What follows belongs to an exercise in optimizing a design on an open flow for small area; a production flow would make more cautious choices. The RTL was checked by simulation tests, not by an equivalence proof against the original design. No activity file was given, so power comes from the tool's default toggle rates.

## uart
module uart (
	input clock,             
	input reset,             
	input transmit,          
	input [7:0] dataIn,      
	output txenable,         
	output rxenable,         
	output [7:0] dataOut,    
	output txOutData         
);
For scale: about 200 cells after synthesis, roughly 22 I/O pins, about 1500 um2 of cells after synthesis.
Settings: LEC_CHECK=0, CAP_MARGIN=20, CORE_MARGIN=2, CORE_UTILIZATION=40, SLEW_MARGIN=20; clock period 20.0 ns.
standard.sh (not shown) runs the stock make flow with config.mk's settings and CLKGATE_MAP_FILE= SYNTH_SCRIPT=/design/flow/synth_recipe.tcl, a recipe that flattens the netlist after the stock synthesis.
==> flow/flow/run.sh <==
#!/bin/bash
# Own layout flow: the standard synthesis, then its combinational logic
# re-mapped for area by ABC (registers untouched), then the standard ORFS
# layout of that netlist with 1x port buffers.
set -euo pipefail
W=$PWD
F=$W/flow
bash standard.sh synth > $W/std_synth.log 2>&1
STD=$W/orfs/results/$FLOW_PLATFORM/uart/base/1_2_yosys.v
cp $STD $W/std_netlist.v
export LIBFILE=$FLOW_HOME/platforms/sky130hd/lib/sky130_fd_sc_hd__tt_025C_1v80.lib
export DONT_USE_CELLS="$(make -s -C $FLOW_HOME DESIGN_CONFIG=$W/config.mk print-DONT_USE_CELLS 2>/dev/null | sed -n 's/^DONT_USE_CELLS: //p')"
export STD_NETLIST=$W/std_netlist.v OUT_NETLIST=$W/resyn.v ABC_SCRIPT=$F/area.abc
yosys -c $F/resyn.tcl > $W/resyn.log 2>&1
rm -rf $W/orfs
export SYNTH_NETLIST_FILES=$W/resyn.v
export BUFFER_PORTS_ARGS="-buffer_cell sky130_fd_sc_hd__buf_1"
bash standard.sh > $W/layout.log 2>&1
==> flow/flow/area.abc <==
strash
dch -f
map -a
strash
dch -f
map -a
==> flow/flow/resyn.tcl <==
# Re-map the combinational logic of the standard synthesis netlist for area.
# The flip-flops are kept as they are (same instances, names and cell types).
yosys -import
set lib $::env(LIBFILE)
read_liberty -ignore_miss_func $lib
read_verilog -defer $::env(STD_NETLIST)
hierarchy -top $::env(FLOW_TOP)
foreach m [split [string trim [tee -q -s result.string select -list-mod =sky130_fd_sc_hd__*df* =sky130_fd_sc_hd__*dl*]] "\n"] {
  setattr -mod -set keep_hierarchy 1 $m
}
flatten
opt -purge
techmap
opt -fast
set du {}
foreach c $::env(DONT_USE_CELLS) { lappend du -dont_use $c }
abc -liberty $lib {*}$du -script $::env(ABC_SCRIPT)
opt_clean -purge
hilomap -singleton -hicell sky130_fd_sc_hd__conb_1 HI -locell sky130_fd_sc_hd__conb_1 LO
select $::env(FLOW_TOP)
tee -o resyn_stat.txt stat -liberty $lib
write_verilog -noattr -noexpr -nohex -nodec -selected $::env(OUT_NETLIST)
Change:
--- a/flow/flow/run.sh
+++ b/flow/flow/run.sh
@@ -17,0 +18 @@
+if [[ -f $F/cts_args.txt ]]; then export CTS_ARGS="$(cat $F/cts_args.txt)"; fi
==> flow/flow/area.abc (replaced) <==
strash
&get -n
&deepsyn -I 4 -J 50
&put
dc2
dch -f
map -a
strash
dc2
dch -f
map -a
==> flow/flow/cts_args.txt (new file) <==
-buf_list sky130_fd_sc_hd__clkbuf_16 -root_buf sky130_fd_sc_hd__clkbuf_16 -dont_use_dummy_load -repair_clock_nets
Clock skew rises by 0.0072 ns.
Worst setup slack improves by 0.75 ns.
Count of clock-buffer cells in the layout stays the same.
Sequential cell count does not change.
Global-route usage falls by 0.43 points.
Non-clock buffer count goes up by 1.
Change:
==> flow/flow/cts_args.txt (replaced) <==
-buf_list sky130_fd_sc_hd__clkbuf_8 -root_buf sky130_fd_sc_hd__clkbuf_8 -sink_clustering_enable -sink_clustering_size 40 -sink_clustering_max_diameter 500 -dont_use_dummy_load -repair_clock_nets
Effect:
- routed wire length grows by 1.3%
- sequential share of layout area grows by 1.6 points
- register-to-register slack stays flat
- cell count is unchanged
- maximum frequency barely changes
- sequential power stays flat
- count of clock-buffer cells in the layout is unchanged
- via count stays flat
- power shrinks by 14%
- worst setup slack is worse by 0.0061 ns
- core utilization shrinks by 1.7 points

what the ideal ports hide:
No port has a modelled driver above. Below, the same layouts with a new extraction and two added sets of constraints. Step 1, drivers: a clkbuf_16 drives clock and a buf_2 each remaining input, both assumed. Step 2 moves the port delays by t, midway between the first and last clock arrival at a register: inputs arrive t later, outputs are due t later. That takes back most of the time a late clock gives input paths. Slacks: no drivers / after step 1 / after step 2; pairs: no drivers / after step 1.
run | t (ns) | slack for setup (ns) | worst setup path at the end | worst data-port slew with drivers (ns)
the first run | 0.320 | 14.446 / 14.448 / 14.128 | input to register | 0.03
the second run | 0.296 | 15.197 / 15.172 / 14.908 | input to register | 0.03
the third run | 0.299 | 15.191 / 15.167 / 14.901 | input to register | 0.03
After both steps setup and hold are still met in every run listed. The setup slack of the first run, which loses most, moves by +0.002 ns with the drivers and by -0.318 ns with both steps.
